This is an optimization exercise on Yosys and OpenROAD, whose aim is small area, not a production implementation.
Where RTL was checked, it was by simulation tests only, not by an equivalence proof against the original.
Only the layout flow was run in runs 2, 3 and 10; the RTL was not checked for function there.
Power figures rest on the tool's default switching activity, not on a simulated workload.

## design/flow/config.mk

```make
export PLATFORM = sky130hd
export DESIGN_NAME = sync_fifo
export DESIGN_NICKNAME = sync_fifo
export VERILOG_FILES = /design/flow/design.v
export SDC_FILE = /design/flow/constraint.sdc
export NUM_CORES = 4
export LEC_CHECK = 0
export CAP_MARGIN = 20
export CORE_MARGIN = 2
export CORE_UTILIZATION = 60
export CTS_BUF_LIST = sky130_fd_sc_hd__clkbuf_8
export CTS_CLUSTER_DIAMETER = 80
export CTS_CLUSTER_SIZE = 20
export SLEW_MARGIN = 20
export SYNTH_HIERARCHICAL = 1
export SYNTH_MINIMUM_KEEP_SIZE = 0
```

## design/flow/constraint.sdc

```tcl
create_clock -name core_clock -period 5.0 [get_ports {clk}]
set_input_delay 1.0000 -clock core_clock [delete_from_list [all_inputs] [get_ports {clk}]]
set_output_delay 1.0000 -clock core_clock [all_outputs]
set_load 0.01 [all_outputs]
```

## design/flow/design.v

```verilog
`timescale 1ns / 1ps
module sync_fifo #(
	parameter	DEPTH=8,
	parameter	WIDTH=32,
	parameter	AF_LEVEL = 1,
	parameter	AE_LEVEL = 1,
	parameter	DEPTH_LOG=$clog2(DEPTH)
)(
	input					clk, rstn,
	input					push, pop,
	input 		[WIDTH-1:0]	din,
	output 		[WIDTH-1:0]	dout,
	output					full,empty,a_full,a_empty
);
	reg [WIDTH-1:0]		mem[DEPTH-1:0];
	reg [DEPTH_LOG:0]	k;		 
	always @(posedge clk)
	if (push) begin
		mem[0] <= din;
		for (int i=1;i<DEPTH;i++) mem[i] <= mem[i-1];
	end
	always @(posedge clk, negedge rstn)
	if		(!rstn)			k <= {(DEPTH_LOG+1){1'b1}};
	else if (push != pop)	k <= push ? k + 1'b1 : k - 1'b1;
	assign	empty	= k[DEPTH_LOG];
	assign	full 	= k == DEPTH - 1;
	assign	a_full	= !k[DEPTH_LOG] && k >= DEPTH - 1 - AF_LEVEL;
	assign	a_empty = k[DEPTH_LOG] || k <= AE_LEVEL - 1;
	wire [DEPTH-1:0] rsel = {{(DEPTH-1){1'b0}},1'b1} << k[DEPTH_LOG-1:0];
	genvar b;
	generate for (b=0;b<WIDTH;b++) begin : g_rd
		wire n0, n1;
		fifo_aoi222 u_a (.a1(rsel[0]), .a2(mem[0][b]), .b1(rsel[1]), .b2(mem[1][b]), .c1(rsel[2]), .c2(mem[2][b]), .y(n0));
		fifo_aoi222 u_b (.a1(rsel[3]), .a2(mem[3][b]), .b1(rsel[4]), .b2(mem[4][b]), .c1(rsel[5]), .c2(mem[5][b]), .y(n1));
		fifo_rdfin  u_c (.n0(n0), .n1(n1), .a1(rsel[6]), .a2(mem[6][b]), .b1(rsel[7]), .b2(mem[7][b]), .y(dout[b]));
	end endgenerate
endmodule
module fifo_aoi222 (input a1, a2, b1, b2, c1, c2, output y);
	assign y = ~((a1 & a2) | (b1 & b2) | (c1 & c2));
endmodule
module fifo_rdfin (input n0, n1, a1, a2, b1, b2, output y);
	assign y = ~(n0 & n1) | (a1 & a2) | (b1 & b2);
endmodule
```

## design/flow/flow/run.sh

```bash
#!/bin/bash
# Standard ORFS layout (the standard.sh, unchanged synthesis), with two
# changes: ports are buffered with the smallest buffer, and CTS inserts no
# dummy loads. Each tool's output is kept in the ORFS logs folder; the make
# output is also kept in standard.log here.
set -e
cp standard.sh standard.sh.txt 2>/dev/null || true
export BUFFER_PORTS_ARGS="-buffer_cell sky130_fd_sc_hd__buf_1"
export CTS_ARGS="-sink_clustering_enable -repair_clock_nets -buf_list sky130_fd_sc_hd__clkbuf_8 -sink_clustering_size 20 -sink_clustering_max_diameter 80 -dont_use_dummy_load"
bash standard.sh > standard.log 2>&1
```

## design/flow/standard.sh

```bash
#!/bin/bash
# synth_recipe.tcl (not shown) runs the flow's synth.tcl, then flattens the netlist and writes it again
# the make line also repeats each setting of config.mk as NAME=value (left out here)
make -C /OpenROAD-flow-scripts/flow DESIGN_CONFIG=/design/flow/config.mk WORK_HOME=/design/flow/orfs CLKGATE_MAP_FILE= SYNTH_SCRIPT=/design/flow/synth_recipe.tcl "${@:-finish}"
```

==> results of run 1 <==
## Yosys stat by module, one instance, submodules excluded
module | flops+latches | cell area, um2
sync_fifo | 260 | 8020
fifo_rdfin | 0 | 12.5
fifo_aoi222 | 0 | 10.0
## per-stage QoR
| step | cells | utilization | setup slack [ns] | cell area [um2] |
|---|---|---|---|---|
| 5_1_grt | 695 | 0.675 | 1.14 | 9890 |
| 2_1_floorplan | 416 | - | 1.07 | 9060 |
| 3_5_place_dp | 679 | 0.660 | 1.82 | 9670 |
| 6_report | 695 | 0.675 | 1.30 | 9890 |
| 3_3_place_gp | 679 | 0.660 | 1.86 | 9670 |
| 4_1_cts | 695 | 0.675 | 1.26 | 9890 |
## per-layer routing
metal,share of wire,global-route usage
met3,0.077,0.0384
met2,0.48,0.327
met1,0.43,0.319
met5,0,0
met4,0.012,0.0465
## synth_stat cells
| master | count | share of area |
|---|---|---|
| mux2_4 | 1 | 0.0017 |
| and2_1 | 1 | 0.00069 |
| fa_1 | 1 | 0.0022 |
| a211oi_2 | 1 | 0.0014 |
| a22oi_1 | 32 | 0.027 |
| inv_1 | 1 | 0.00041 |
| nor3b_1 | 3 | 0.0025 |
| nand2_1 | 2 | 0.00083 |
| edfxtp_1 | 256 | 0.85 |
| and3b_1 | 2 | 0.0019 |
| o21ai_0 | 1 | 0.00055 |
| or2_1 | 1 | 0.00069 |
| nor3_1 | 1 | 0.00055 |
| xnor2_2 | 1 | 0.0018 |
| a41oi_1 | 1 | 0.00097 |
| dfstp_2 | 4 | 0.012 |
| buf_2 | 1 | 0.00055 |
| nand3_1 | 33 | 0.018 |
| xnor2_1 | 3 | 0.0029 |
| and3_1 | 1 | 0.00069 |
| ha_1 | 2 | 0.0028 |
| a222oi_1 | 64 | 0.071 |
| nor2_1 | 2 | 0.00083 |
| a21oi_2 | 1 | 0.00097 |
## power breakdown
part / switching [uW] / internal [uW]
combinational: 886 / 499
clock: 583 / 293
sequential: 110 / 2580
## worst max-delay path, delay by kind of cell (launching register included)
family | cells | cell delay, ns
AOI/OAI and AO/OA | 1 | 0.22
DFF | 1 | 0.67
buffers and inverters | 1 | 0.17
and+or+nand+nor | 3 | 1.13
## cell type report
class                   instances  area share
repair buffers                 80      0.0354
multi-input cells             154       0.131
flip-flops and latches        260       0.788
clock buffers                  16      0.0223
inverters                       1    0.000380
well taps                     184      0.0233
## sequential cells by signal (all words and copies together) (netlist names)
signal,count
k,4
mem,256
## kinds of logic after synthesis
kind of cell,after synthesis
fa+ha+maj,3
simple gates,46
xor+xnor,4
buf+inv,2
compound gates,100
mux,1
flops,260
## worst max-delay path by stage
stage | startpoint | to | slack [ns]
final | k[1] | dout[25] | 1.30
after global placement | k[1] | dout[25] | 1.86
after global routing | k[1] | dout[25] | 1.14
after floorplan | k[0] | dout[0] | 1.07
after CTS | k[1] | dout[25] | 1.26
after detailed placement | push | k[3] | 1.82
==> metrics.md, run 1 <==
| Metric | Value |
|---|---|
| Status | `no timing/DRC/antenna violations` |
| Critical path startpoint category | `flop` |
| Netlist Area Pre-Place | `between 0.009 and 0.01 mm2` |
| Commonest non-fill, non-tap cell in the layout | `edfxtp_1` |
| Synth cell types | `24` |
| HP Start | `mem[2][29]` |
| Setup TNS Final | `0 ns` |
| Complex-gate fraction of the synthesized area | `0.101` |
| CTS HTree Levels | `1` |
| XOR/XNOR Fraction of Synth Area | `0.00469` |
| Vias per cell | `between 6 and 7` |
| Die area | `between 0.015 and 0.02 mm2` |
| Die X | `127 um` |
| Hpwl dp | `about 9100 um` |
| Post-Syn Instances | `about 420` |
| Worst-path cell chain | `nand2_1 > nor2_4 > a22oi_1 > nand3_1 > buf_1` |
| Hold Vio Cnt, Final | `0` |
| Most frequent cells in the layout | `256 x edfxtp_1, 70 x buf_1, 64 x a222oi_1` |
| Post-Syn Nets | `455` |
| Hold Path Cell Cnt | `0` |
| Core Box Area | `0.0146 mm2` |
| Max-cap violations | `0` |
| R2R setup slack | `about 3.4 ns` |
| Ys Warns | `9` |
| Reg area | `around 0.0078 mm2` |
| Fill cells | `about 960` |
| 1st-pass router iterations | `6` |
| Critical-path maximum fanout | `32` |
| Clk_lat worst skew | `~0.50 ns` |
| RSZ-0062 raised after global routing | `false` |
| Register area share after synthesis | `0.860` |
| Ports | `between 70 and 80` |
| Setup bufs post-CTS | `0` |
| Layout cell share with drive strength beyond 1 | `0.0822` |
| Period minus WS final | `between 3 and 4 ns` |
| Mean Syn Cell Area | `around 22 um2` |
| R2R depth | `5` |
| Initial antenna violation count | `0` |
| F_max | `270 MHz` |
| CTS tree | `yes` |
| CTS clk-pin slew, worst paths | `~0.11 ns` |
| RR Endpoint | `k[3]` |
| Worst slew margin | `0.312` |
| TritonCTS Buffers | `16` |
| Final WL | `16700 um` |
| Synth-to-Final Area Change | `9.12%` |
| Multi-input gate area | `between 0.001 and 0.0015 mm2` |
| Hold_buf cts | `0` |
| Wirelength per Cell | `about 24 um` |
| Largest family of logic cells by synthesized area | `compound AO/OA/AOI/OAI gates` |
| Antenna cells | `0` |
| Total power | `slightly below 5000 uW` |
| Largest stage delay, worst path | `just under 0.8 ns` |
| CTS Sinks | `260` |
| Post-route ant nets | `0` |
| Least-Margin Pin Slew | `between 1 and 1.5 ns` |
| Fin crit share | `0.740` |
| Post-synthesis mux area share | `0.00166` |
| WS Path Type | `reg2out` |
| DRC | `0` |
| Worst Path Required | `about 4.0 ns` |
| Pwr per Cell Area | `roughly 500 mW/mm2` |
| VDD IR-drop max | `between 0.3 and 0.4 mV` |
| Largest net degree at the start of global routing | `142` |
| Worst Clk Skew | `approximately 0.012 ns` |
| Adder-cell area share of the yosys netlist | `0.00497` |
| Leak Pwr | `~0.0032 uW` |
| Site Rows | `44` |
| Gr usage total | `0.210` |
| # port buffers | `between 70 and 80` |
| Simple-Gate Fraction of Synth Area | `0.0269` |
| Number of global-route vias before repair | `roughly 4700` |
| Post-CTS sizing | `0` |
| Initial Util | `0.619` |
| Setup Viol. Count Final | `0` |
| Hold slack | `around 0.45 ns` |
| Vias | `around 4700` |
| Min-Delay Endpoint | `mem[3][29]` |
| Fin. max-slew vios | `0` |
| Reg-to-Reg Start | `k[2]` |
| #FFs+latches synth | `260` |
| Die Ht | `between 100 and 150 um` |
| 1st-iter DRT viols | `780` |
| GRT overflow | `0` |
| Hold crit path type | `reg2reg` |
| Clock buffer depth | `3` |
| Crit end category | `primary output` |
| First-pass GRT wire length | `around 26000 um` |
| Worst endpoint data arrival time | `2.70 ns` |
| Final nets | `about 550` |
| Clk Tree Root Cell | `clkbuf_8` |
| Placer Congestion | `0.732` |
| CP max stage cell | `nor2_4` |
==> run 2: changes to the inputs <==
==> design/flow/design.v (replaced) <==
`timescale 1ns / 1ps
module sync_fifo #(
	parameter	DEPTH=8,
	parameter	WIDTH=32,
	parameter	AF_LEVEL = 1,
	parameter	AE_LEVEL = 1,
	parameter	DEPTH_LOG=$clog2(DEPTH)
)(
	input					clk, rstn,
	input					push, pop,
	input 		[WIDTH-1:0]	din,
	output 		[WIDTH-1:0]	dout,
	output					full,empty,a_full,a_empty
);
	reg [WIDTH-1:0]		mem[DEPTH-1:0];
	reg [DEPTH_LOG:0]	k;		 
	always @(posedge clk)
	if (push) begin
		mem[0] <= din;
		for (int i=1;i<DEPTH;i++) mem[i] <= mem[i-1];
	end
	always @(posedge clk, negedge rstn)
	if		(!rstn)			k <= {(DEPTH_LOG+1){1'b1}};
	else if (push != pop)	k <= push ? k + 1'b1 : k - 1'b1;
	assign	empty	= k[DEPTH_LOG];
	assign	full 	= k == DEPTH - 1;
	assign	a_full	= !k[DEPTH_LOG] && k >= DEPTH - 1 - AF_LEVEL;
	assign	a_empty = k[DEPTH_LOG] || k <= AE_LEVEL - 1;
	wire [DEPTH-1:0] rsel_n = ~({{(DEPTH-1){1'b0}},1'b1} << k[DEPTH_LOG-1:0]);
	genvar b;
	generate for (b=0;b<WIDTH;b++) begin : g_rd
		wire [3:0] z;
		for (genvar j=0;j<4;j++) begin : g_p
			fifo_oai22 u_o (.a1(rsel_n[2*j]), .a2(mem[2*j][b]), .b1(rsel_n[2*j+1]), .b2(mem[2*j+1][b]), .y(z[j]));
		end
		assign dout[b] = ~|z;
	end endgenerate
endmodule
module fifo_oai22 (input a1, a2, b1, b2, output y);
	assign y = ~((a1 | a2) & (b1 | b2));
endmodule
==> design/flow/config.mk (replaced) <==
export PLATFORM = sky130hd
export DESIGN_NAME = sync_fifo
export DESIGN_NICKNAME = sync_fifo
export VERILOG_FILES = /design/flow/design.v
export SDC_FILE = /design/flow/constraint.sdc
export NUM_CORES = 4
export LEC_CHECK = 0
export CAP_MARGIN = 20
export CORE_MARGIN = 2
export CORE_UTILIZATION = 80
export PLACE_DENSITY = 0.85
export SLEW_MARGIN = 20
export SYNTH_HIERARCHICAL = 1
export SYNTH_MINIMUM_KEEP_SIZE = 0
==> metrics.md, run 2 <==
| Metric | Value |
|---|---|
| CTS tree | `yes` |
| Worst Clk Skew | `0.0231 ns` |
| Post-route ant nets | `0` |
| Sw Pwr | `1630 uW` |
| Setup TNS Final | `0 ns` |
| F_max | `between 200 and 300 MHz` |
| Final WL | `18100 um` |
| Area leader, netlist | `edfxtp_1` |
| Gr usage total | `0.304` |
| CTS clk-pin slew, worst paths | `between 0.1 and 0.15 ns` |
| Max reg flops | `between 200 and 300` |
| Max-cap violations | `0` |
| Clock power frac | `0.175` |
| Switching portion of total power | `0.328` |
| Critical-path maximum fanout | `32` |
| Site Rows | `38` |
| WS Path Type | `reg2out` |
| Synth cell types | `22` |
| Least-Margin Pin Slew | `1.08 ns` |
| Mean Syn Cell Area | `~20 um2` |
| Post-Syn Nets | `slightly below 500` |
| Hold Vio Cnt, Final | `0` |
| Ys Warns | `9` |
| Post-synth EDFFs | `around 260` |
| Sequential share of power | `0.544` |
| 1st-iter DRT viols | `815` |
| Die X | `roughly 110 um` |
| Pwr per Cell Area | `509 mW/mm2` |
| Layout cell share with drive strength beyond 1 | `0.0646` |
| Largest net degree at the start of global routing | `approximately 200` |
| Initial Util | `0.825` |
| Fill cells | `roughly 390` |
| Yosys top cell area share | `0.852` |
| Netlist Area Pre-Place | `~0.0090 mm2` |
| Commonest non-fill, non-tap cell in the layout | `edfxtp_1` |
| Top Registers | `mem: 256 flops, k: 4 flops` |
| CP max stage cell | `or2_2` |
| Fin. max-slew vios | `0` |
| Synth async-reset ratio | `0.0154` |
| Ports | `72` |
| Post-synth top flop | `edfxtp_1` |
| Comb power frac | `0.281` |
| VDD IR-drop max | `about 0.57 mV` |
| CTS HTree Levels | `1` |
| Biggest register | `mem` |
| Int Pwr | `about 3300 uW` |
| Final nets | `a little under 600` |
| Setup Viol. Count Final | `0` |
| Worst Path Required | `4.00 ns` |
| Most frequent cells in the layout | `256 x edfxtp_1, 128 x o22ai_1, 70 x buf_1` |
| Hpwl dp | `just over 10000 um` |
| Core Box Area | `approximately 0.011 mm2` |
| Post-CTS sizing | `0` |
| Synth top cells by count | `256 x edfxtp_1, 128 x o22ai_1, 32 x nor4_1` |
| Hold_buf cts | `0` |
| Leak Pwr | `about 0.0031 uW` |
| Largest stage delay, worst path | `0.71 ns` |
| # port buffers | `between 70 and 80` |
| Number of global-route vias before repair | `5030` |
| Vias per cell | `between 7 and 8` |
| DRC | `0` |
| Worst endpoint data arrival time | `2.83 ns` |
| Die Ht | `about 110 um` |
| Area contributors post-synth | `edfxtp_1 85%, o22ai_1 8.9%, nor4_1 2.2%` |
| Critical path startpoint category | `flop` |
| Crit end category | `primary output` |
| Top-count cell post-synth | `edfxtp_1` |
| #FFs+latches synth | `between 200 and 300` |
| Vias | `roughly 5100` |
| Wirelength per Cell | `roughly 27 um` |
| Total power | `around 5000 uW` |
| Clock buffer depth | `3` |
| Worst-path cell chain | `or2_2 > o22ai_1 > nor4_1 > buf_1` |
| Post-Syn Instances | `449` |
| GRT overflow | `0` |
| Clk Tree Root Cell | `clkbuf_8` |
| Worst slew margin | `0.283` |
| DP Area | `between 0.009 and 0.01 mm2` |
| Setup bufs post-CTS | `0` |
| Placer Congestion | `around 0.72` |
| Multi-input gate area | `between 0.001 and 0.0015 mm2` |
| CTS Sinks | `260` |
| Reg area | `around 0.0078 mm2` |
| First-pass GRT wire length | `between 20000 and 30000 um` |
| RSZ-0062 raised after global routing | `false` |
| Register area share after synthesis | `0.864` |
| Clk_lat worst skew | `approximately 0.5 ns` |
| Die area | `0.0121 mm2` |
| 1st-pass router iterations | `5` |
| Hold crit path type | `reg2reg` |
| Initial antenna violation count | `0` |
| Synth-to-Final Area Change | `8.31%` |
| Antenna cells | `0` |
| Design area | `a little under 0.01 mm2` |
| Period minus WS final | `3.83 ns` |
| Fin crit share | `0.765` |
| TritonCTS Buffers | `16` |
| Hold slack | `0.447 ns` |
| Status | `no timing/DRC/antenna violations` |
[run 2: changes by cell type in the layout (fill, tap and decap cells not counted), moves of 2 or more]
cell / change
a222oi_1: -64
a22oi_1: -32
and3b_2: -2
buf_4: -4
nand3_1: -32
nand3b_1: +2
nor2_1: +2
nor3b_2: -3
nor4_1: +32
o22ai_1: +128
or3b_2: +2
[run 2: cells by family (layout without fill, tap and decap cells)]
group,after synthesis,after routing,share of synthesized area
fa+ha+maj,3,3,0.00499
mux,1,1,0.00125
compound gates,132,132,0.0927
xor+xnor,4,4,0.00388
flops,260,260,0.864
simple gates,47,47,0.0315
buf+inv,2,95,0.00166
[run 2: per-stage QoR]
step                      setup WS, ns   util  instances
after detailed placement          1.47  0.869        664
after global routing              1.02  0.893        682
after global placement            1.52  0.869        664
after CTS                        0.890  0.890        680
final                             1.17  0.893        682
after floorplan                   2.15      -        449
[run 2: layout make-up]
cell class,count,area share
well taps,140,0.0179
flip-flops and latches,260,0.798
repair buffers,78,0.0368
clock buffers,16,0.0225
inverters,1,0.000384
multi-input cells,187,0.125
[run 2: final timing paths]
kind | from | end | slack, ns | cells past startpoint
worst min-delay path | mem[6][5] | mem[7][5] | 0.45 | 0
min in group asynchronous | rstn | k[3] | 0.52 | 1
max in group asynchronous | rstn | k[2] | 4.45 | 1
worst min register to register | mem[6][5] | mem[7][5] | 0.45 | 0
worst max register to register | k[2] | k[3] | 3.33 | 5
worst max-delay path | k[0] | dout[6] | 1.17 | 4
[run 2: layer usage]
metal / part of all wire / vias to the layer above / GRT usage / wire length (um)
met4: 0.028 / 0 / 0.138 / 506
li1: - / 2143 / - / -
met3: 0.10 / 47 / 0.0617 / 1830
met2: 0.50 / 397 / 0.486 / 9030
met5: 0 / - / 0 / 0
met1: 0.37 / 2515 / 0.418 / 6750
[run 2: power by group through the flow]
stage / clock network (uW) / registers, uW / logic (uW)
after floorplan: 0 / 2690 / 786
after global placement: 0 / 2720 / 1280
after detailed placement: 0 / 2740 / 1340
after CTS: 873 / 2700 / 1360
after global routing: 938 / 2720 / 1490
final: 869 / 2700 / 1400
[run 2: worst max-delay path, delay by kind of cell (launching register included)]
family	cells	cell delay, ns
AOI/OAI and AO/OA	1	0.21
buffers and inverters	1	0.21
DFF	1	0.68
and+or+nand+nor	2	1.17
[run 2: modules after synthesis, one instance, submodules excluded]
module / times used / flops+latches
sync_fifo: 1 / 260
fifo_oai22: 128 / 0
==> run 3: changes to the inputs <==
--- a/design/flow/flow/run.sh
+++ b/design/flow/flow/run.sh
@@ -6,5 +6,6 @@
 set -e
 cp standard.sh standard.sh.txt 2>/dev/null || true
 export BUFFER_PORTS_ARGS="-buffer_cell sky130_fd_sc_hd__buf_1"
+export RECOVER_POWER=100
 export CTS_ARGS="-sink_clustering_enable -repair_clock_nets -buf_list sky130_fd_sc_hd__clkbuf_8 -sink_clustering_size 20 -sink_clustering_max_diameter 80 -dont_use_dummy_load"
 bash standard.sh > standard.log 2>&1
==> metrics.md, run 3 <==
| Metric | Value |
|---|---|
| Status | `complete, but fails checks` |
| Checks failing at sign-off | `capacitance limit, slew limit` |
| Core Box Area | `roughly 0.011 mm2` |
| Mean Syn Cell Area | `20.1 um2` |
| HP Start | `mem[6][5]` |
| Hold_buf cts | `0` |
| Clk Tree Root Cell | `clkbuf_8` |
| Pwr per Cell Area | `between 500 and 600 mW/mm2` |
| Number of global-route vias before repair | `a little over 5000` |
| Crit end category | `primary output` |
| Synth-to-Final Area Change | `8.10%` |
| Critical path startpoint category | `flop` |
| Site Rows | `38` |
| CTS clk-pin slew, worst paths | `0.12 ns` |
| CTS tree | `yes` |
| RSZ-0062 raised after global routing | `false` |
| Comb power frac | `0.281` |
| Clk_lat worst skew | `approximately 0.5 ns` |
| First-pass GRT wire length | `between 20000 and 30000 um` |
| Worst-path cell chain | `or3_1 > buf_4 > o22ai_1 > nor4_1 > buf_1` |
| DRC | `0` |
| Reg-to-Reg Start | `k[1]` |
| Max reg flops | `around 260` |
| Sequential share of power | `0.544` |
| Vias | `5106` |
| CP max stage cell | `or3_1` |
| Most frequent cells in the layout | `256 x edfxtp_1, 128 x o22ai_1, 69 x buf_1` |
| CTS HTree Levels | `1` |
| Fin. max-slew vios | `~200` |
| Crit path buffers/inverters | `2` |
| Leak Pwr | `roughly 0.0031 uW` |
| Period minus WS final | `around 4.3 ns` |
| Hpwl dp | `between 10000 and 15000 um` |
| Setup Viol. Count Final | `0` |
| Layout cell share with drive strength beyond 1 | `0.0572` |
| Yosys top cell area share | `0.852` |
| Post-route ant nets | `0` |
| # port buffers | `71` |
| Area leader, netlist | `edfxtp_1` |
| Final WL | `18100 um` |
| Int Pwr | `~3300 uW` |
| Initial antenna violation count | `0` |
| Critical path origin | `k[1]` |
| Netlist Area Pre-Place | `between 0.009 and 0.01 mm2` |
| Top-count cell post-synth | `edfxtp_1` |
| Largest net degree at the start of global routing | `205` |
| Setup bufs post-CTS | `0` |
| 1st-iter DRT viols | `around 800` |
| WS Path Type | `reg2out` |
| Clock buffer depth | `3` |
| TritonCTS Buffers | `16` |
| Hold crit path type | `reg2reg` |
| Ys Warns | `9` |
| Worst Clk Skew | `around 0.021 ns` |
| VDD IR-drop max | `around 0.57 mV` |
| Wirelength per Cell | `26.5 um` |
| Hold Vio Cnt, Final | `0` |
| Post-synth top flop | `edfxtp_1` |
| Post-CTS sizing | `0` |
| Gr usage total | `0.304` |
| Top Registers | `mem: 256 flops, k: 4 flops` |
| #FFs+latches synth | `260` |
| Post-synth EDFFs | `roughly 260` |
| 1st-pass router iterations | `5` |
| Fin crit share | `0.864` |
| Max-cap violations | `1` |
| Worst slew margin | `-0.760` |
| Largest stage delay, worst path | `between 0.9 and 1 ns` |
| Commonest non-fill, non-tap cell in the layout | `edfxtp_1` |
| Placer Congestion | `approximately 0.72` |
| Biggest register | `mem` |
| Synth cell types | `22` |
| Post-Route Utilization | `0.892` |
| Worst endpoint data arrival time | `3.32 ns` |
| Die X | `around 110 um` |
| Register area share after synthesis | `0.864` |
| CTS Sinks | `260` |
| Synth async-reset ratio | `0.0154` |
| Setup TNS Final | `0 ns` |
| Least-Margin Pin Slew | `around 2.6 ns` |
| CP delay by family, top | `simple AND/OR/NAND/NOR gates` |
| Vias per cell | `between 7 and 8` |
| Final nets | `583` |
| Post-Syn Nets | `a little under 500` |
| Antenna cells | `0` |
| Clock power frac | `0.175` |
| F_max | `about 230 MHz` |
| Initial Util | `0.825` |
| Post-Syn Instances | `approximately 450` |
| GRT overflow | `0` |
| Switching portion of total power | `0.328` |
| Ports | `about 70` |
| Area contributors post-synth | `edfxtp_1 85%, o22ai_1 8.9%, nor4_1 2.2%` |
| Critical-path maximum fanout | `25` |
| Die Ht | `roughly 110 um` |
| Sw Pwr | `1630 uW` |
| Synth top cells by count | `256 x edfxtp_1, 128 x o22ai_1, 32 x nor4_1` |
| Die area | `about 0.012 mm2` |
| Worst Path Required | `approximately 4.0 ns` |
## run 3: cell types whose count changed in the layout (fill, tap and decap cells not counted), sizes merged
cell,delta
buf,-2
clkbuf,+2
## run 3: worst register-to-register path: stages, from the launching register on
cell      delay, ns
dfstp_1        0.77
ha_1           0.32
nand3_1        0.12
a211oi_1       0.09
a41oi_1        0.20
xnor2_1        0.15
## run 3: final timing paths
path / end / slack (ns) / cells after the start
worst max-delay path: dout[18] / 0.68 / 5
worst min-delay path: mem[7][5] / 0.45 / 0
worst max register to register: k[3] / 3.29 / 5
worst min register to register: mem[7][5] / 0.45 / 0
max in group asynchronous: k[2] / 4.45 / 1
min in group asynchronous: k[3] / 0.53 / 1
## run 3: power by group through the flow
stage	registers (uW)	logic, uW	clock network [uW]
detailed placement	2740	1340	0
global placement	2720	1280	0
global route	2720	1490	938
finish	2700	1390	869
CTS	2700	1360	873
floorplan	2690	786	0
## run 3: Yosys stat by module (local to each module, per instance)
module	cells inside	flip-flops and latches	copies in the design	cell area, um2
fifo_oai22	1	0	128	6.26
sync_fifo	321	260	1	8220
## run 3: area by class of cell
| class | count | area [um2] |
|---|---|---|
| flip-flops and latches | 260 | 7790 |
| inverters | 1 | 3.75 |
| clock buffers | 16 | 220 |
| fillers | 392 | 1190 |
| repair buffers | 78 | 347 |
| well taps | 140 | 175 |
| multi-input cells | 187 | 1210 |
## run 3: cells by family (layout without fill, tap and decap cells)
logic type	Yosys count	count (layout)	share of synthesized area
AO/OA/AOI/OAI	132	132	0.0927
XOR/XNOR	4	4	0.00388
adder cells (fa/ha/maj)	3	3	0.00499
buffers and inverters	2	95	0.00166
flip-flops	260	260	0.864
multiplexers	1	1	0.00125
AND/OR/NAND/NOR	47	47	0.0315
## run 3: metal layers
metal | GRT usage | share of wire
met1 | 0.418 | 0.37
met4 | 0.138 | 0.029
met5 | 0 | 0
met2 | 0.486 | 0.50
met3 | 0.0617 | 0.10
## run 3: per-stage QoR
stage | area (um2) | hold slack, ns | setup slack, ns | cells | total power, uW
finish | 9750 | 0.450 | 0.682 | 682 | 4970
global route | 9750 | 0.462 | 0.632 | 682 | 5150
CTS | 9730 | 0.440 | 0.890 | 680 | 4930
detailed placement | 9510 | 0.434 | 1.47 | 664 | 4080
global placement | 9510 | 0.430 | 1.52 | 664 | 4000
floorplan | 9020 | 0.427 | 2.15 | 449 | 3480
==> run 4: changes to the inputs <==
==> design/flow/design.v (replaced) <==
`timescale 1ns / 1ps
module sync_fifo #(
	parameter	DEPTH=8,
	parameter	WIDTH=32,
	parameter	AF_LEVEL = 1,
	parameter	AE_LEVEL = 1,
	parameter	DEPTH_LOG=$clog2(DEPTH)
)(
	input					clk, rstn,
	input					push, pop,
	input 		[WIDTH-1:0]	din,
	output 		[WIDTH-1:0]	dout,
	output					full,empty,a_full,a_empty
);
	reg [WIDTH-1:0]		mem[DEPTH-1:0];
	reg					e;
	reg [2:0]			j;
	wire				e_nx;
	wire [2:0]			j_nx;
	wire [7:0]			rsel_n;
	always @(posedge clk)
	if (push) begin
		mem[0] <= din;
		for (int i=1;i<DEPTH;i++) mem[i] <= mem[i-1];
	end
	always @(posedge clk, negedge rstn)
	if (!rstn) begin
		e <= 1'b1;
		j <= 3'b111;
	end else begin
		e <= e_nx;
		j <= j_nx;
	end
	fifo_ctrl u_ctrl (.push(push), .pop(pop), .e(e), .j(j), .e_nx(e_nx), .j_nx(j_nx),
		.rsel_n(rsel_n), .empty(empty), .full(full), .a_full(a_full), .a_empty(a_empty));
	genvar b;
	generate for (b=0;b<WIDTH;b++) begin : g_rd
		wire [3:0] z;
		for (genvar i=0;i<4;i++) begin : g_p
			fifo_oai22 u_o (.a1(rsel_n[2*i]), .a2(mem[2*i][b]), .b1(rsel_n[2*i+1]), .b2(mem[2*i+1][b]), .y(z[i]));
		end
		assign dout[b] = ~|z;
	end endgenerate
endmodule
module fifo_ctrl (
	input			push, pop, e,
	input	[2:0]	j,
	output			e_nx,
	output	[2:0]	j_nx,
	output	[7:0]	rsel_n,
	output			empty, full, a_full, a_empty
);
	wire up = push & ~pop;
	wire dn = pop & ~push;
	genvar i;
	generate for (i=0;i<8;i++) begin : g_dec
		assign rsel_n[i] = ~(j == i);
	end endgenerate
	assign j_nx[0] = j[0] ^ (push ^ pop);
	assign j_nx[1] = j[1] ^ ((up & j[0]) | (dn & ~j[0]));
	assign j_nx[2] = j[2] ^ ((up & j[0] & j[1]) | (dn & ~j[0] & ~j[1]));
	assign e_nx    = (e & ~push) | (dn & ~rsel_n[0]);
	assign empty   = e;
	assign full    = ~e & ~rsel_n[7];
	assign a_full  = ~e & j[2] & j[1];
	assign a_empty = e | ~rsel_n[0];
endmodule
module fifo_oai22 (input a1, a2, b1, b2, output y);
	assign y = ~((a1 | a2) & (b1 | b2));
endmodule
==> metrics.md, run 4 <==
| Metric | Value |
|---|---|
| Area contributors post-synth | `edfxtp_1 84%, o22ai_1 8.7%, nor4_2 4.3%` |
| Pwr per Cell Area | `approximately 500 mW/mm2` |
| Fin crit share | `0.858` |
| # port buffers | `71` |
| CTS HTree Levels | `1` |
| Ys Warns | `9` |
| Netlist Area Pre-Place | `approximately 0.0092 mm2` |
| Ports | `72` |
| Hold Path Cell Cnt | `0` |
| Site Rows | `39` |
| Max-cap violations | `2` |
| Hold crit path type | `reg2reg` |
| Hpwl dp | `slightly above 10000 um` |
| 1st-iter DRT viols | `roughly 610` |
| Die area | `between 0.01 and 0.015 mm2` |
| HP Start | `mem[4][6]` |
| Worst slew margin | `-0.564` |
| Post-Route Utilization | `0.862` |
| Vias per cell | `a little over 7` |
| Multi-input gate area | `roughly 0.0012 mm2` |
| GRT overflow | `0` |
| Max reg flops | `approximately 260` |
| 1st-pass router iterations | `5` |
| Min-Delay Endpoint | `mem[5][6]` |
| Synth cell types | `20` |
| Commonest non-fill, non-tap cell in the layout | `edfxtp_1` |
| Status | `complete, but fails checks` |
| Core Box Area | `0.0113 mm2` |
| Top-count cell post-synth | `edfxtp_1` |
| Area leader, netlist | `edfxtp_1` |
| F_max | `233 MHz` |
| WS Path Type | `in2reg` |
| #FFs+latches synth | `260` |
| Worst-path cell chain | `clkbuf_1 > clkbuf_2` |
| Post-Syn Nets | `488` |
| Period minus WS final | `4.29 ns` |
| Fin. max-slew vios | `between 100 and 150` |
| Mean Syn Cell Area | `~20 um2` |
| Layout cell share with drive strength beyond 1 | `0.0725` |
| Fill cells | `between 400 and 500` |
| Post-Syn Instances | `450` |
| TritonCTS Buffers | `16` |
| Top Registers | `mem: 256 flops, j: 3 flops, e: 1 flops` |
| Worst Path Required | `5.07 ns` |
| Setup Viol. Count Final | `0` |
| CTS tree | `yes` |
| Synth-to-Final Area Change | `5.95%` |
| Die Ht | `111 um` |
| Clk_lat worst skew | `around 0.49 ns` |
| Checks failing at sign-off | `capacitance limit, slew limit` |
| Number of global-route vias before repair | `roughly 4900` |
| Vias | `between 4000 and 5000` |
| DRC | `0` |
| Most frequent cells in the layout | `256 x edfxtp_1, 129 x o22ai_1, 70 x buf_1` |
| Worst Clk Skew | `slightly below 0.03 ns` |
| Crit path buffers/inverters | `2` |
| RR Endpoint | `e` |
| Final nets | `578` |
| CP delay by family, top | `buffers and inverters` |
| CTS Sinks | `260` |
| Wirelength per Cell | `~25 um` |
| Post-synth EDFFs | `between 200 and 300` |
| Post-synth top flop | `edfxtp_1` |
| Die X | `approximately 110 um` |
| CP max stage cell | `clkbuf_2` |
| Yosys top cell area share | `0.835` |
| Critical path startpoint category | `input port` |
| Initial antenna violation count | `0` |
| Critical-path maximum fanout | `79` |
| Least-Margin Pin Slew | `about 2.3 ns` |
| Worst endpoint data arrival time | `between 4 and 5 ns` |
| Leak Pwr | `0.00308 uW` |
| Initial Util | `0.813` |
| Post-CTS sizing | `0` |
| Reg-to-Reg Start | `j[1]` |
| Setup TNS Final | `0 ns` |
| R2R depth | `2` |
| Post-route ant nets | `0` |
| Largest stage delay, worst path | `1.65 ns` |
| RSZ-0062 raised after global routing | `false` |
| Setup bufs post-CTS | `0` |
| Reg area | `~0.0078 mm2` |
| Final WL | `between 15000 and 20000 um` |
| Placer Congestion | `around 0.8` |
| Synth async-reset ratio | `0.0154` |
| Hold_buf cts | `0` |
| R2R setup slack | `between 2 and 3 ns` |
| Hold Vio Cnt, Final | `0` |
| Biggest register | `mem` |
| Antenna cells | `0` |
| Register area share after synthesis | `0.847` |
| Clock buffer depth | `3` |
| Synth top cells by count | `256 x edfxtp_1, 128 x o22ai_1, 32 x nor4_2` |
| Gr usage total | `0.269` |
| CTS clk-pin slew, worst paths | `between 0.1 and 0.15 ns` |
| Clk Tree Root Cell | `clkbuf_8` |
| Largest net degree at the start of global routing | `between 100 and 150` |
| Crit end category | `flop` |
| VDD IR-drop max | `roughly 0.39 mV` |
| First-pass GRT wire length | `between 20000 and 30000 um` |
==> run 4: stage by stage <==
step / instances / area, um2 / total power (uW) / hold WS, ns / setup slack [ns]
3_3_place_gp: 665 / 9690 / 4100 / 0.429 / 1.75
2_1_floorplan: 450 / 9210 / 3620 / 0.427 / 2.22
4_1_cts: 681 / 9910 / 4990 / 0.432 / 1.07
6_report: 681 / 9750 / 4880 / 0.439 / 0.711
3_5_place_dp: 665 / 9690 / 4170 / 0.434 / 1.61
5_1_grt: 681 / 9750 / 5070 / 0.451 / 0.501
==> run 4: logic make-up after synthesis <==
| family | after synthesis | share of synthesized area |
|---|---|---|
| XOR/XNOR | 3 | 0.00285 |
| adder cells (fa/ha/maj) | 2 | 0.00272 |
| multiplexers | 1 | 0.00109 |
| buffers and inverters | 8 | 0.00530 |
| AND/OR/NAND/NOR | 46 | 0.0526 |
| AO/OA/AOI/OAI | 130 | 0.0889 |
| flip-flops | 260 | 0.847 |
==> run 4: worst max path at each step <==
stage,startpoint,end,slack (ns),cells after the start
finish,push,mem[2][13],0.71,2
floorplan,j[2],dout[0],2.22,4
global placement,j[2],dout[5],1.75,5
detailed placement,j[2],dout[5],1.61,5
global route,push,mem[3][0],0.50,2
CTS,j[2],dout[5],1.07,5
==> run 4: worst register-to-register path: stages (launching register included) <==
cell	delay (ns)
dfstp_1	0.70
or3_1	1.17
o22ai_1	0.25
==> run 4: modules after synthesis, one instance, submodules excluded <==
module / flops+latches / cells inside / times used
sync_fifo: 260 / 292 / 1
fifo_ctrl: 0 / 30 / 1
fifo_oai22: 0 / 1 / 128
==> run 4: report_power, final <==
| part | switching, uW | total (uW) | internal (uW) |
|---|---|---|---|
| sequential | 102 | 2680 | 2580 |
| clock | 554 | 846 | 292 |
| combinational | 904 | 1360 | 453 |
==> run 4: layout make-up <==
| type | instances | area share |
|---|---|---|
| clock buffers | 16 | 0.0226 |
| well taps | 143 | 0.0183 |
| multi-input cells | 182 | 0.126 |
| inverters | 4 | 0.00154 |
| flip-flops and latches | 260 | 0.799 |
| repair buffers | 76 | 0.0322 |
==> run 4: per-layer routing <==
metal | wire (um) | global-route usage
met1 | 6620 | 0.387
met2 | 8350 | 0.437
met3 | 1520 | 0.0372
met4 | 430 | 0.103
met5 | 0 | 0
==> run 5: changes to the inputs <==
==> design/flow/flow/run.sh (replaced) <==
#!/bin/bash
# Standard ORFS layout (the standard.sh with its unchanged synthesis),
# with three changes:
#  - after synthesis, combinational cells are set to their smallest drive
#    strength (flow/downsize.py); repair_design upsizes what needs it,
#  - ports are buffered with the smallest buffer,
#  - CTS inserts no dummy loads.
# The make output is kept in standard_*.log here, each tool's own log in
# orfs/logs/.
set -e
here=$(pwd)
res=$here/orfs/results/$FLOW_PLATFORM/sync_fifo/base
export BUFFER_PORTS_ARGS="-buffer_cell sky130_fd_sc_hd__buf_1"
export CTS_ARGS="-sink_clustering_enable -repair_clock_nets -dont_use_dummy_load -buf_list sky130_fd_sc_hd__clkbuf_16 -sink_clustering_size 30 -sink_clustering_max_diameter 50"
bash standard.sh $res/1_2_yosys.v > standard_synth.log 2>&1
cp $res/1_2_yosys.v $res/1_2_yosys_orig.v
python3 flow/downsize.py $FLOW_HOME/platforms/$FLOW_PLATFORM/lib/sky130_fd_sc_hd__tt_025C_1v80.lib \
	$res/1_2_yosys_orig.v $res/1_2_yosys.v > downsize.log 2>&1
bash standard.sh > standard.log 2>&1
==> design/flow/flow/downsize.py (new file) <==
#!/usr/bin/env python3
"""Replace each combinational standard cell in a Yosys netlist with the
smallest-area cell of the same family (same name up to the drive-strength
suffix, so the same pins and function). Flip-flops are left as they are.
The placer's repair_design later upsizes or buffers whatever needs it.
usage: downsize.py LIB NETLIST_IN NETLIST_OUT"""
import re, sys
from collections import defaultdict

lib, src, dst = sys.argv[1:4]
area = {}
name = None
for line in open(lib):
    m = re.match(r'\s*cell\s*\(\s*"?([\w]+)"?\s*\)', line)
    if m:
        name = m.group(1)
        continue
    m = re.match(r'\s*area\s*:\s*([\d.]+)', line)
    if m and name and name not in area:
        area[name] = float(m.group(1))

fam = defaultdict(list)
for c, a in area.items():
    m = re.match(r'(sky130_fd_sc_hd__\w+?)_(\d+)$', c)
    if m:
        fam[m.group(1)].append((a, 0 if m.group(2) == '1' else 1, c))

SKIP = ('df', 'edf', 'sdf', 'dl', 'conb', 'tap', 'fill', 'decap', 'lpflow',
        'probe', 'clkbuf', 'clkinv', 'clkdly', 'dlygate', 'dlymetal')
def smallest(c):
    m = re.match(r'(sky130_fd_sc_hd__(\w+?))_(\d+)$', c)
    if not m or m.group(2).startswith(SKIP):
        return c
    return min(fam[m.group(1)])[2]

count = defaultdict(int)
def sub(m):
    new = smallest(m.group(1))
    if new != m.group(1):
        count[(m.group(1), new)] += 1
    return new + m.group(2)

text = open(src).read()
text = re.sub(r'\b(sky130_fd_sc_hd__\w+)(\s+[\\\w])', sub, text)
open(dst, 'w').write(text)
for (a, b), n in sorted(count.items()):
    print(f'{n:5d} {a} -> {b}')
==> metrics.md, run 5 <==
| Metric | Value |
|---|---|
| Post-Syn Instances | `450` |
| CTS clk-pin slew, worst paths | `roughly 0.10 ns` |
| Wirelength per Cell | `just under 30 um` |
| Pwr per Cell Area | `530 mW/mm2` |
| Max-cap violations | `0` |
| 1st-pass router iterations | `6` |
| RSZ-0062 raised after global routing | `false` |
| Hold_buf cts | `0` |
| Worst-path cell chain | `nor2_1 > nand2_1 > buf_4 > o22ai_1 > nor4_1 > buf_1` |
| Vias | `roughly 5200` |
| Initial antenna violation count | `0` |
| Clk_lat worst skew | `~0.5 ns` |
| Reg area | `0.00779 mm2` |
| Die Ht | `roughly 110 um` |
| Ports | `~70` |
| Mean Syn Cell Area | `between 15 and 20 um2` |
| Setup TNS Final | `0 ns` |
| Gr usage total | `0.330` |
| R2R setup slack | `approximately 3.6 ns` |
| Hold Vio Cnt, Final | `0` |
| CP max stage cell | `nand2_1` |
| Core Box Area | `0.0109 mm2` |
| CTS HTree Levels | `1` |
| Setup Viol. Count Final | `0` |
| Antenna cells | `0` |
| Clk Tree Root Cell | `clkbuf_16` |
| GRT overflow | `0` |
| Die X | `between 100 and 150 um` |
| Vias per cell | `~7.7` |
| TritonCTS Buffers | `15` |
| Largest stage delay, worst path | `0.67 ns` |
| Switching portion of total power | `0.323` |
| Top Registers | `mem: 256 flops, j: 3 flops, e: 1 flops` |
| Clock power frac | `0.219` |
| Die area | `between 0.01 and 0.015 mm2` |
| Hold crit path type | `reg2reg` |
| Worst endpoint data arrival time | `3.00 ns` |
| Number of global-route vias before repair | `5152` |
| WS Path Type | `reg2out` |
| Sw Pwr | `between 1500 and 2000 uW` |
| Fin. max-slew vios | `0` |
| Initial Util | `0.824` |
| Worst Path Required | `approximately 4 ns` |
| Netlist Area Pre-Place | `0.00897 mm2` |
| First-pass GRT wire length | `between 20000 and 30000 um` |
| CP delay by family, top | `simple AND/OR/NAND/NOR gates` |
| DRC | `0` |
| Post-CTS sizing | `0` |
| Commonest non-fill, non-tap cell in the layout | `edfxtp_1` |
| Post-route ant nets | `0` |
| Period minus WS final | `roughly 4 ns` |
| CTS tree | `yes` |
| F_max | `~250 MHz` |
| Ys Warns | `9` |
| Clock buffer depth | `3` |
| Critical path startpoint category | `flop` |
| Leak Pwr | `~0.0032 uW` |
| Fill cells | `~350` |
| Crit end category | `primary output` |
| Final nets | `about 580` |
| Int Pwr | `~3500 uW` |
| Multi-input gate area | `0.00116 mm2` |
| Largest net degree at the start of global routing | `111` |
| Layout cell share with drive strength beyond 1 | `0.0573` |
| Worst Clk Skew | `around 0.036 ns` |
| Least-Margin Pin Slew | `1.06 ns` |
| Hold slack | `between 0.4 and 0.5 ns` |
| Crit path buffers/inverters | `2` |
| Comb power frac | `0.267` |
| CTS Sinks | `260` |
| Max reg flops | `about 260` |
| 1st-iter DRT viols | `about 840` |
| Fin crit share | `0.800` |
| Setup bufs post-CTS | `0` |
| Synth-to-Final Area Change | `10.1%` |
| VDD IR-drop max | `0.515 mV` |
| Worst slew margin | `0.294` |
| Sequential share of power | `0.514` |
| Critical-path maximum fanout | `17` |
| Biggest register | `mem` |
| # port buffers | `between 70 and 80` |
| Hpwl dp | `between 10000 and 15000 um` |
| Status | `no timing/DRC/antenna violations` |
| Final WL | `between 15000 and 20000 um` |
| Site Rows | `38` |
| Placer Congestion | `about 0.80` |
| Most frequent cells in the layout | `256 x edfxtp_1, 129 x o22ai_1, 70 x buf_1` |
| Post-Syn Nets | `~490` |
-- run 5: changes by cell type in the layout (fill, tap and decap cells not counted), sizes merged --
cell    previous run  this run
buf               74        79
clkbuf            18        16
-- run 5: worst paths after layout --
kind,start,end,cells after the start
min in group asynchronous,rstn,j[2],1
setup reg to reg,j[0],e,2
setup / recovery,j[0],dout[2],6
hold / removal,mem[5][12],mem[6][12],0
hold reg to reg,mem[5][12],mem[6][12],0
max in group asynchronous,rstn,e,1
-- run 5: layout make-up --
class                      instances  share of cell area
sequential                       260               0.789
multi-input combinational        182               0.117
clock buffer                      15              0.0380
timing repair buffer              80              0.0367
tap                              140              0.0177
inverter                           4             0.00152
-- run 5: per-stage QoR --
stage	util	cell area [um2]	setup WS (ns)	power, uW	instances
global route	0.907	9880	0.959	5370	681
CTS	0.907	9880	0.993	5190	681
finish	0.907	9880	1.00	5230	681
global placement	0.873	9500	1.55	3960	666
floorplan	-	8970	1.96	3440	450
detailed placement	0.873	9500	1.46	4030	666
-- run 5: power groups by stage --
stage	combinational (uW)	sequential [uW]	clock, uW
floorplan	776	2660	0
global placement	1260	2710	0
detailed placement	1310	2720	0
CTS	1350	2690	1150
global route	1450	2710	1220
finish	1400	2690	1150
-- run 5: layer usage --
metal  share of wire  GRT usage  up-vias
met5               0          0        -
met4           0.033      0.129        0
met3            0.12     0.0694       69
met2            0.49      0.525      506
met1            0.35      0.460     2514
li1                -          -     2132
==> run 6: changes to the inputs <==
--- a/design/flow/flow/run.sh
+++ b/design/flow/flow/run.sh
@@ -11,7 +11,7 @@
 here=$(pwd)
 res=$here/orfs/results/$FLOW_PLATFORM/sync_fifo/base
 export BUFFER_PORTS_ARGS="-buffer_cell sky130_fd_sc_hd__buf_1"
-export CTS_ARGS="-sink_clustering_enable -repair_clock_nets -dont_use_dummy_load -buf_list sky130_fd_sc_hd__clkbuf_16 -sink_clustering_size 30 -sink_clustering_max_diameter 50"
+export CTS_ARGS="-sink_clustering_enable -repair_clock_nets -dont_use_dummy_load -buf_list sky130_fd_sc_hd__clkbuf_4 -sink_clustering_size 11 -sink_clustering_max_diameter 40"
 bash standard.sh $res/1_2_yosys.v > standard_synth.log 2>&1
 cp $res/1_2_yosys.v $res/1_2_yosys_orig.v
 python3 flow/downsize.py $FLOW_HOME/platforms/$FLOW_PLATFORM/lib/sky130_fd_sc_hd__tt_025C_1v80.lib \
==> metrics.md, run 6 <==
| Metric | Value |
|---|---|
| Ys Warns | `9` |
| Worst Path Required | `approximately 4 ns` |
| VDD IR-drop max | `between 0.3 and 0.4 mV` |
| Final WL | `18200 um` |
| Hold Vio Cnt, Final | `0` |
| Initial antenna violation count | `0` |
| Busiest layer in global routing | `met2` |
| TritonCTS Buffers | `29` |
| Hpwl dp | `10500 um` |
| R2R depth | `2` |
| Post-route ant nets | `0` |
| Post-Syn Instances | `450` |
| Antenna cells | `0` |
| CTS Sinks | `260` |
| CTS HTree Levels | `1` |
| Critical path startpoint category | `flop` |
| 1st-pass router iterations | `6` |
| Clk Tree Root Cell | `clkbuf_4` |
| Die Ht | `110 um` |
| Least-Margin Pin Slew | `approximately 1.1 ns` |
| Worst endpoint data arrival time | `a little over 3 ns` |
| Hold_buf cts | `0` |
| Fin cells | `between 600 and 700` |
| Dpl cells | `about 670` |
| Netlist Area Pre-Place | `0.00897 mm2` |
| GRT overflow | `0` |
| Fin. max-slew vios | `0` |
| Top Registers | `mem: 256 flops, j: 3 flops, e: 1 flops` |
| Placer Congestion | `between 0.7 and 0.8` |
| Post-CTS sizing | `0` |
| Biggest register | `mem` |
| Worst-path cell chain | `nand3b_1 > buf_4 > o22ai_1 > nor4_1 > buf_1` |
| Vias | `between 5000 and 6000` |
| CP max stage cell | `nand3b_1` |
| Wirelength per Cell | `between 20 and 30 um` |
| Met3 Use GR | `0.0741` |
| Number of global-route vias before repair | `slightly above 5000` |
| CTS tree | `yes` |
| F_max | `approximately 240 MHz` |
| Max reg flops | `256` |
| Largest stage delay, worst path | `approximately 0.8 ns` |
| Critical-path maximum fanout | `17` |
| WS Path Type | `reg2out` |
| Commonest non-fill, non-tap cell in the layout | `edfxtp_1` |
| Fill cells | `between 300 and 400` |
| Synth-to-Final Area Change | `8.31%` |
| RSZ-0062 raised after global routing | `false` |
| Setup bufs post-CTS | `0` |
| Largest net degree at the start of global routing | `about 110` |
| Clk_lat worst skew | `~0.62 ns` |
| Ports | `roughly 70` |
| Status | `no timing/DRC/antenna violations` |
| Period minus WS final | `about 4.1 ns` |
| Met2 usage | `0.477` |
| Post-place setup slack | `about 1.5 ns` |
| Site Rows | `38` |
| Layout cell share with drive strength beyond 1 | `0.0811` |
| Setup Viol. Count Final | `0` |
| Vias per cell | `about 7.4` |
| Most frequent cells in the layout | `256 x edfxtp_1, 129 x o22ai_1, 70 x buf_1` |
| Hold crit path type | `reg2reg` |
| Fin crit share | `0.821` |
| Setup TNS Final | `0 ns` |
| Crit end category | `primary output` |
| Die X | `110 um` |
| First-pass GRT wire length | `around 27000 um` |
| Met1 Use GR | `0.437` |
| Initial Util | `0.824` |
| Gr usage total | `0.307` |
| # port buffers | `a little over 70` |
| Leak Pwr | `a little over 0.003 uW` |
| Mean Syn Cell Area | `about 20 um2` |
| Die area | `roughly 0.012 mm2` |
| Worst Clk Skew | `about 0.046 ns` |
| Pwr per Cell Area | `503 mW/mm2` |
| Post-Syn Nets | `488` |
| Final nets | `595` |
| DRC | `0` |
| 1st-iter DRT viols | `approximately 820` |
| Worst slew margin | `0.279` |
| Core Box Area | `0.0109 mm2` |
| CTS clk-pin slew, worst paths | `0.11 ns` |
| Max-cap violations | `0` |
| Clock buffer depth | `3` |
| Setup ws final | `about 0.89 ns` |
| Hold Path Cell Cnt | `0` |
[run 6: layer usage]
metal,up-vias,share of wire
met5,-,0
met4,0,0.022
li1,2165,-
met2,422,0.49
met1,2495,0.37
met3,37,0.11
[run 6: layout make-up]
| cell class | count | area, um2 | share of cell area |
|---|---|---|---|
| Timing Repair Buffer | 80 | 363 | 0.0373 |
| Tap cell | 140 | 175 | 0.0180 |
| Multi-Input combinational cell | 182 | 1160 | 0.119 |
| Clock buffer | 29 | 218 | 0.0224 |
| Inverter | 4 | 15.0 | 0.00154 |
| Sequential cell | 260 | 7790 | 0.802 |
[run 6: worst paths after layout]
path | from | endpoint | slack (ns)
min reg2reg | mem[1][22] | mem[2][22] | 0.42
max reg2reg | j[0] | e | 3.59
min in group asynchronous | rstn | j[1] | 0.43
max in group asynchronous | rstn | e | 4.53
max | j[1] | dout[22] | 0.89
min | mem[1][22] | mem[2][22] | 0.42
[run 6: power by group]
part	internal [uW]	switching, uW
Combinational	430	910
Clock	266	601
Sequential	2580	106
[run 6: stage by stage]
stage / util / total power [uW] / hold slack [ns] / instance area (um2)
floorplan: - / 3440 / 0.427 / 8970
global placement: 0.873 / 3960 / 0.429 / 9500
detailed placement: 0.873 / 4030 / 0.436 / 9500
CTS: 0.893 / 4880 / 0.406 / 9720
global route: 0.893 / 5080 / 0.426 / 9720
finish: 0.893 / 4890 / 0.425 / 9720
[run 6: critical path: cells and delay by family, from the launching register on]
family / cells / cell delay [ns]
simple gates: 2 / 1.14
compound gates: 1 / 0.10
buf+inv: 2 / 0.61
flops: 1 / 0.63
==> run 7: changes to the inputs <==
--- a/design/flow/config.mk
+++ b/design/flow/config.mk
@@ -7,8 +7,8 @@
 export LEC_CHECK = 0
 export CAP_MARGIN = 20
 export CORE_MARGIN = 2
-export CORE_UTILIZATION = 80
-export PLACE_DENSITY = 0.85
+export CORE_UTILIZATION = 90
+export PLACE_DENSITY = 0.93
 export SLEW_MARGIN = 20
 export SYNTH_HIERARCHICAL = 1
 export SYNTH_MINIMUM_KEEP_SIZE = 0
==> metrics.md, run 7 <==
| Metric | Value |
|---|---|
| Die X | `~100 um` |
| Status | `aborted with a tool error` |
| Post-Syn Instances | `450` |
| # port buffers | `between 70 and 80` |
| Die Ht | `approximately 100 um` |
| Mean Syn Cell Area | `between 15 and 20 um2` |
| Hpwl dp | `14800 um` |
| Netlist Area Pre-Place | `between 0.008 and 0.009 mm2` |
| Site Rows | `36` |
| Placer Congestion | `between 0.7 and 0.8` |
| Failing step | `3_5_place_dp` |
| Error msg | `[ERROR DPL-0033] detailed placement checks failed during check placement.` |
| Ports | `slightly above 70` |
| Initial Util | `0.922` |
| Post-Syn Nets | `a little under 500` |
| Ys Warns | `9` |
==> run 7: per-stage QoR <==
| step | hold WS [ns] | power, uW | cell area (um2) | cells |
|---|---|---|---|---|
| floorplan | 0.427 | 3440 | 8970 | 450 |
| global placement | 0.430 | 3950 | 9480 | 659 |
==> run 7: power groups by stage <==
stage | registers [uW] | clock network [uW] | logic (uW)
2_1_floorplan | 2660 | 0 | 776
3_3_place_gp | 2710 | 0 | 1240
==> run 7: worst max path at each step <==
| stage | to | slack [ns] | depth (start not counted) |
|---|---|---|---|
| after floorplan | dout[0] | 1.96 | 4 |
| after global placement | dout[1] | 1.48 | 5 |
==> run 8: changes to the inputs <==
--- a/design/flow/config.mk
+++ b/design/flow/config.mk
@@ -7,8 +7,8 @@
 export LEC_CHECK = 0
 export CAP_MARGIN = 20
 export CORE_MARGIN = 2
-export CORE_UTILIZATION = 90
-export PLACE_DENSITY = 0.93
+export CORE_UTILIZATION = 85
+export PLACE_DENSITY = 0.88
 export SLEW_MARGIN = 20
 export SYNTH_HIERARCHICAL = 1
 export SYNTH_MINIMUM_KEEP_SIZE = 0
==> metrics.md, run 8 <==
| Metric | Value |
|---|---|
| Status | `aborted with a tool error` |
| Failing step | `3_5_place_dp` |
| Error msg | `[ERROR DPL-0033] detailed placement checks failed during check placement.` |
| # port buffers | `just over 70` |
| Die X | `between 100 and 150 um` |
| Netlist Area Pre-Place | `0.00897 mm2` |
| Hpwl dp | `between 10000 and 15000 um` |
| Initial Util | `0.873` |
| Placer Congestion | `slightly above 0.8` |
| Site Rows | `37` |
| Die Ht | `roughly 110 um` |
| Ys Warns | `9` |
| Ports | `72` |
| Post-Syn Instances | `450` |
| Post-Syn Nets | `488` |
| Mean Syn Cell Area | `approximately 20 um2` |
-- run 8: worst max path at each step --
| stage | end | slack [ns] | startpoint |
|---|---|---|---|
| after floorplan | dout[0] | 1.96 | j[0] |
| after global placement | dout[14] | 1.63 | j[2] |
-- run 8: through the flow --
| stage | cell area [um2] | total power (uW) | setup WS (ns) |
|---|---|---|---|
| after floorplan | 8970 | 3440 | 1.96 |
| after global placement | 9490 | 3960 | 1.63 |
-- run 8: power groups by stage --
stage | clock network (uW) | logic, uW | registers [uW]
after global placement | 0 | 1250 | 2700
after floorplan | 0 | 776 | 2660
==> run 9: changes to the inputs <==
--- a/design/flow/config.mk
+++ b/design/flow/config.mk
@@ -7,8 +7,8 @@
 export LEC_CHECK = 0
 export CAP_MARGIN = 20
 export CORE_MARGIN = 2
-export CORE_UTILIZATION = 85
-export PLACE_DENSITY = 0.88
+export CORE_UTILIZATION = 75
+export PLACE_DENSITY = 0.8
 export SLEW_MARGIN = 20
 export SYNTH_HIERARCHICAL = 1
 export SYNTH_MINIMUM_KEEP_SIZE = 0
==> metrics.md, run 9 <==
| Metric | Value |
|---|---|
| Status | `no timing/DRC/antenna violations` |
| Max-cap violations | `0` |
| Setup bufs post-CTS | `0` |
| Pwr per Cell Area | `500 mW/mm2` |
| Wirelength per Cell | `roughly 24 um` |
| Post-Syn Instances | `450` |
| Most frequent cells in the layout | `256 x edfxtp_1, 129 x o22ai_1, 70 x buf_1` |
| Max reg flops | `256` |
| 1st-iter DRT viols | `between 600 and 700` |
| Core Box Area | `0.0116 mm2` |
| Antenna cells | `0` |
| GRT overflow | `0` |
| First-pass GRT wire length | `25700 um` |
| Die Ht | `113 um` |
| Gr usage total | `0.262` |
| Clock buffer depth | `3` |
| Crit end category | `primary output` |
| F_max | `242 MHz` |
| Fin. max-slew vios | `0` |
| Setup TNS Final | `0 ns` |
| WS Path Type | `reg2out` |
| Post-Syn Nets | `just under 500` |
| Site Rows | `39` |
| CTS Sinks | `260` |
| # port buffers | `~70` |
| Number of global-route vias before repair | `between 4000 and 5000` |
| Final WL | `16900 um` |
| Met3 Use GR | `0.0526` |
| Worst Path Required | `4.00 ns` |
| Met2 usage | `0.406` |
| Setup Viol. Count Final | `0` |
| Hold slack | `roughly 0.39 ns` |
| Die area | `0.0129 mm2` |
| Ports | `between 70 and 80` |
| Least-Margin Pin Slew | `1.04 ns` |
| Commonest non-fill, non-tap cell in the layout | `edfxtp_1` |
| Layout cell share with drive strength beyond 1 | `0.0809` |
| Vias per cell | `7.08` |
| Initial Util | `0.776` |
| Synth-to-Final Area Change | `8.43%` |
| Netlist Area Pre-Place | `roughly 0.009 mm2` |
| Total power | `4870 uW` |
| Final nets | `between 500 and 600` |
| Placer Congestion | `a little under 0.8` |
| Ys Warns | `9` |
| Initial antenna violation count | `0` |
| Hpwl dp | `9740 um` |
| Worst Clk Skew | `roughly 0.026 ns` |
| Biggest register | `mem` |
| Post-route ant nets | `0` |
| Largest net degree at the start of global routing | `roughly 110` |
| Hold Vio Cnt, Final | `0` |
| Mean Syn Cell Area | `19.9 um2` |
| Busiest layer in global routing | `met2` |
| Reg area | `roughly 0.0078 mm2` |
| Multi-input gate area | `around 0.0012 mm2` |
| Post-CTS sizing | `0` |
| Period minus WS final | `about 4.1 ns` |
| 1st-pass router iterations | `5` |
| Critical-path maximum fanout | `18` |
| CTS tree | `yes` |
| Vias | `4952` |
| DP Area | `roughly 0.0095 mm2` |
| Post-Route Utilization | `0.842` |
| CTS HTree Levels | `1` |
| CP max stage cell | `or3b_1` |
| Top Registers | `mem: 256 flops, j: 3 flops, e: 1 flops` |
| VDD IR-drop max | `roughly 0.38 mV` |
| CTS clk-pin slew, worst paths | `between 0.1 and 0.15 ns` |
| Met1 Use GR | `0.386` |
| Fill cells | `around 520` |
| Fin crit share | `0.826` |
| Design area | `0.00973 mm2` |
| Die X | `about 110 um` |
| Worst-path cell chain | `or3b_1 > buf_4 > o22ai_1 > nor4_1 > buf_1` |
| Hold crit path type | `in2async` |
| TritonCTS Buffers | `30` |
| Clk Tree Root Cell | `clkbuf_4` |
| Critical path startpoint category | `flop` |
| Largest stage delay, worst path | `slightly below 0.7 ns` |
| DRC | `0` |
| Worst endpoint data arrival time | `roughly 3.1 ns` |
| Worst slew margin | `0.308` |
| Clk_lat worst skew | `around 0.64 ns` |
| Hold_buf cts | `0` |
| Leak Pwr | `roughly 0.0031 uW` |
| RSZ-0062 raised after global routing | `false` |
run 9: final cells by class:
class / instances / share of cell area
Multi-Input combinational cell: 182 / 0.119
Tap cell: 143 / 0.0184
Clock buffer: 30 / 0.0231
Inverter: 4 / 0.00154
Timing Repair Buffer: 80 / 0.0373
Sequential cell: 260 / 0.801
run 9: critical path, delay by kind of cell (launching register included):
family / cells / cell delay (ns)
compound gates: 1 / 0.12
buf+inv: 2 / 0.60
flops: 1 / 0.66
simple gates: 2 / 1.10
run 9: through the flow:
step	cells	setup slack (ns)
2_1_floorplan	450	1.96
3_3_place_gp	669	1.61
3_5_place_dp	669	1.61
4_1_cts	699	0.831
5_1_grt	699	0.695
6_report	699	0.871
run 9: report_power, final:
part | internal, uW | switching [uW] | total [uW]
combinational | 429 | 883 | 1310
clock | 275 | 599 | 874
sequential | 2580 | 105 | 2680
run 9: per-layer routing:
metal / vias up / share of wire
met5: - / 0
met4: 0 / 0.018
met3: 38 / 0.092
met2: 312 / 0.49
met1: 2440 / 0.40
li1: 2162 / -
run 9: path summary, 6_finish.rpt:
check	start	endpoint	slack, ns	cells past startpoint
setup reg to reg	j[0]	e	3.48	2
min in group core_clock	mem[5][7]	mem[6][7]	0.44	0
setup / recovery	j[0]	dout[29]	0.87	5
hold reg to reg	mem[5][7]	mem[6][7]	0.44	0
hold / removal	rstn	e	0.39	1
max in group asynchronous	rstn	j[0]	4.57	1
==> run 10: changes to the inputs <==
--- a/design/flow/design.v
+++ b/design/flow/design.v
@@ -52,10 +52,7 @@
 );
 	wire up = push & ~pop;
 	wire dn = pop & ~push;
-	genvar i;
-	generate for (i=0;i<8;i++) begin : g_dec
-		assign rsel_n[i] = ~(j == i);
-	end endgenerate
+	fifo_dec u_dec (.j(j), .rsel_n(rsel_n));
 	assign j_nx[0] = j[0] ^ (push ^ pop);
 	assign j_nx[1] = j[1] ^ ((up & j[0]) | (dn & ~j[0]));
 	assign j_nx[2] = j[2] ^ ((up & j[0] & j[1]) | (dn & ~j[0] & ~j[1]));
@@ -68,3 +65,9 @@
 module fifo_oai22 (input a1, a2, b1, b2, output y);
 	assign y = ~((a1 | a2) & (b1 | b2));
 endmodule
+module fifo_dec (input [2:0] j, output [7:0] rsel_n);
+	genvar i;
+	generate for (i=0;i<8;i++) begin : g_dec
+		assign rsel_n[i] = ~(j == i);
+	end endgenerate
+endmodule
--- a/design/flow/config.mk
+++ b/design/flow/config.mk
@@ -7,8 +7,8 @@
 export LEC_CHECK = 0
 export CAP_MARGIN = 20
 export CORE_MARGIN = 2
-export CORE_UTILIZATION = 75
-export PLACE_DENSITY = 0.8
+export CORE_UTILIZATION = 80
+export PLACE_DENSITY = 0.85
 export SLEW_MARGIN = 20
 export SYNTH_HIERARCHICAL = 1
 export SYNTH_MINIMUM_KEEP_SIZE = 0
==> metrics.md, run 10 <==
| Metric | Value |
|---|---|
| Hpwl dp | `around 11000 um` |
| Worst Path Required | `roughly 4.0 ns` |
| Layout cell share with drive strength beyond 1 | `0.0862` |
| Placer Congestion | `0.801` |
| CP max stage cell | `or3b_1` |
| Clk Tree Root Cell | `clkbuf_4` |
| Setup Viol. Count Final | `0` |
| Post-Syn Nets | `between 400 and 500` |
| RSZ-0062 raised after global routing | `false` |
| Setup TNS Final | `0 ns` |
| Least-Margin Pin Slew | `between 1 and 1.5 ns` |
| Reg-to-Reg Start | `j[0]` |
| Hold_buf cts | `0` |
| Setup bufs post-CTS | `0` |
| Max reg flops | `between 200 and 300` |
| Initial Util | `0.824` |
| # port buffers | `71` |
| Clock buffer depth | `3` |
| Hold crit path type | `reg2reg` |
| Clk_lat worst skew | `roughly 0.65 ns` |
| TritonCTS Buffers | `30` |
| Mean Syn Cell Area | `20.2 um2` |
| Vias | `5218` |
| Netlist Area Pre-Place | `0.00897 mm2` |
| Biggest register | `mem` |
| WS Path Type | `reg2out` |
| Post-route ant nets | `0` |
| VDD IR-drop max | `around 0.39 mV` |
| Most frequent cells in the layout | `256 x edfxtp_1, 129 x o22ai_1, 70 x buf_1` |
| Final nets | `just under 600` |
| Synth-to-Final Area Change | `8.78%` |
| 1st-pass router iterations | `7` |
| Critical path startpoint category | `flop` |
| Number of global-route vias before repair | `5103` |
| Post-CTS sizing | `0` |
| Crit path buffers/inverters | `2` |
| CP delay by family, top | `simple AND/OR/NAND/NOR gates` |
| Top Registers | `mem: 256 flops, j: 3 flops, e: 1 flops` |
| Max-cap violations | `0` |
| Worst-path cell chain | `or3b_1 > buf_4 > o22ai_1 > nor4_1 > buf_1` |
| Worst Clk Skew | `0.0539 ns` |
| 1st-iter DRT viols | `between 800 and 900` |
| Antenna cells | `0` |
| Crit end category | `primary output` |
| Final WL | `approximately 18000 um` |
| Pwr per Cell Area | `505 mW/mm2` |
| Die X | `approximately 110 um` |
| Die area | `about 0.012 mm2` |
| Worst slew margin | `0.296` |
| Gr usage total | `0.307` |
| Vias per cell | `about 7.5` |
| Ys Warns | `9` |
| Wirelength per Cell | `26.1 um` |
| Leak Pwr | `just over 0.003 uW` |
| Hold Vio Cnt, Final | `0` |
| CTS tree | `yes` |
| Die Ht | `around 110 um` |
| First-pass GRT wire length | `between 20000 and 30000 um` |
| DRC | `0` |
| CTS clk-pin slew, worst paths | `roughly 0.11 ns` |
| Fin. max-slew vios | `0` |
| Post-Syn Instances | `between 400 and 500` |
| Critical-path maximum fanout | `21` |
| CTS Sinks | `260` |
| Period minus WS final | `4.02 ns` |
| Worst endpoint data arrival time | `around 3 ns` |
| CTS HTree Levels | `1` |
| Largest stage delay, worst path | `just under 0.8 ns` |
| Largest net degree at the start of global routing | `97` |
| Critical path origin | `j[0]` |
| Commonest non-fill, non-tap cell in the layout | `edfxtp_1` |
| DP Area | `0.00953 mm2` |
| Core Box Area | `roughly 0.011 mm2` |
| Site Rows | `38` |
| Hold slack | `approximately 0.41 ns` |
| Initial antenna violation count | `0` |
| Status | `no timing/DRC/antenna violations` |
| HP Start | `mem[4][18]` |
| Design area | `~0.0098 mm2` |
| Post-Route Utilization | `0.896` |
| GRT overflow | `0` |
| Fin crit share | `0.805` |
| F_max | `around 250 MHz` |
| Ports | `~70` |
-- run 10: per-stage QoR --
| step | setup WS (ns) | cells | power (uW) |
|---|---|---|---|
| 5_1_grt | 0.866 | 697 | 5090 |
| 4_1_cts | 0.983 | 697 | 4910 |
| 2_1_floorplan | 2.15 | 445 | 3440 |
| 3_5_place_dp | 1.67 | 667 | 4050 |
| 3_3_place_gp | 1.65 | 667 | 3990 |
| 6_report | 0.975 | 697 | 4920 |
-- run 10: final cells by class --
type | count | area, um2
Clock buffer | 30 | 225
Fill cell | 364 | 1130
Inverter | 4 | 15.0
Multi-Input combinational cell | 180 | 1160
Sequential cell | 260 | 7790
Tap cell | 140 | 175
Timing Repair Buffer | 83 | 385
-- run 10: where the power goes --
group          switching [uW]  internal (uW)
combinational             915            445
sequential                111           2580
clock                     602            275
-- run 10: worst reg2reg max path, stage by stage, from the launching register on --
cell and delay, ns:
dfstp_2 0.66, or3_1 0.38, buf_4 0.30, o22ai_1 0.12
-- run 10: layer usage --
| layer | part of all wire | up-vias | routed length [um] | track usage |
|---|---|---|---|---|
| met5 | 0 | - | 0 | 0 |
| met4 | 0.025 | 0 | 459 | 0.130 |
| met3 | 0.13 | 55 | 2300 | 0.0670 |
| met2 | 0.49 | 490 | 8840 | 0.476 |
| met1 | 0.36 | 2505 | 6610 | 0.436 |
| li1 | - | 2168 | - | - |
-- run 10: path summary, 6_finish.rpt --
check / endpoint / cells past startpoint / slack, ns
max reg2reg: e / 3 / 3.44
min: mem[5][18] / 0 / 0.41
max in group asynchronous: j[1] / 1 / 4.52
min in group asynchronous: j[2] / 1 / 0.42
min reg2reg: mem[5][18] / 0 / 0.41
max: dout[13] / 5 / 0.98
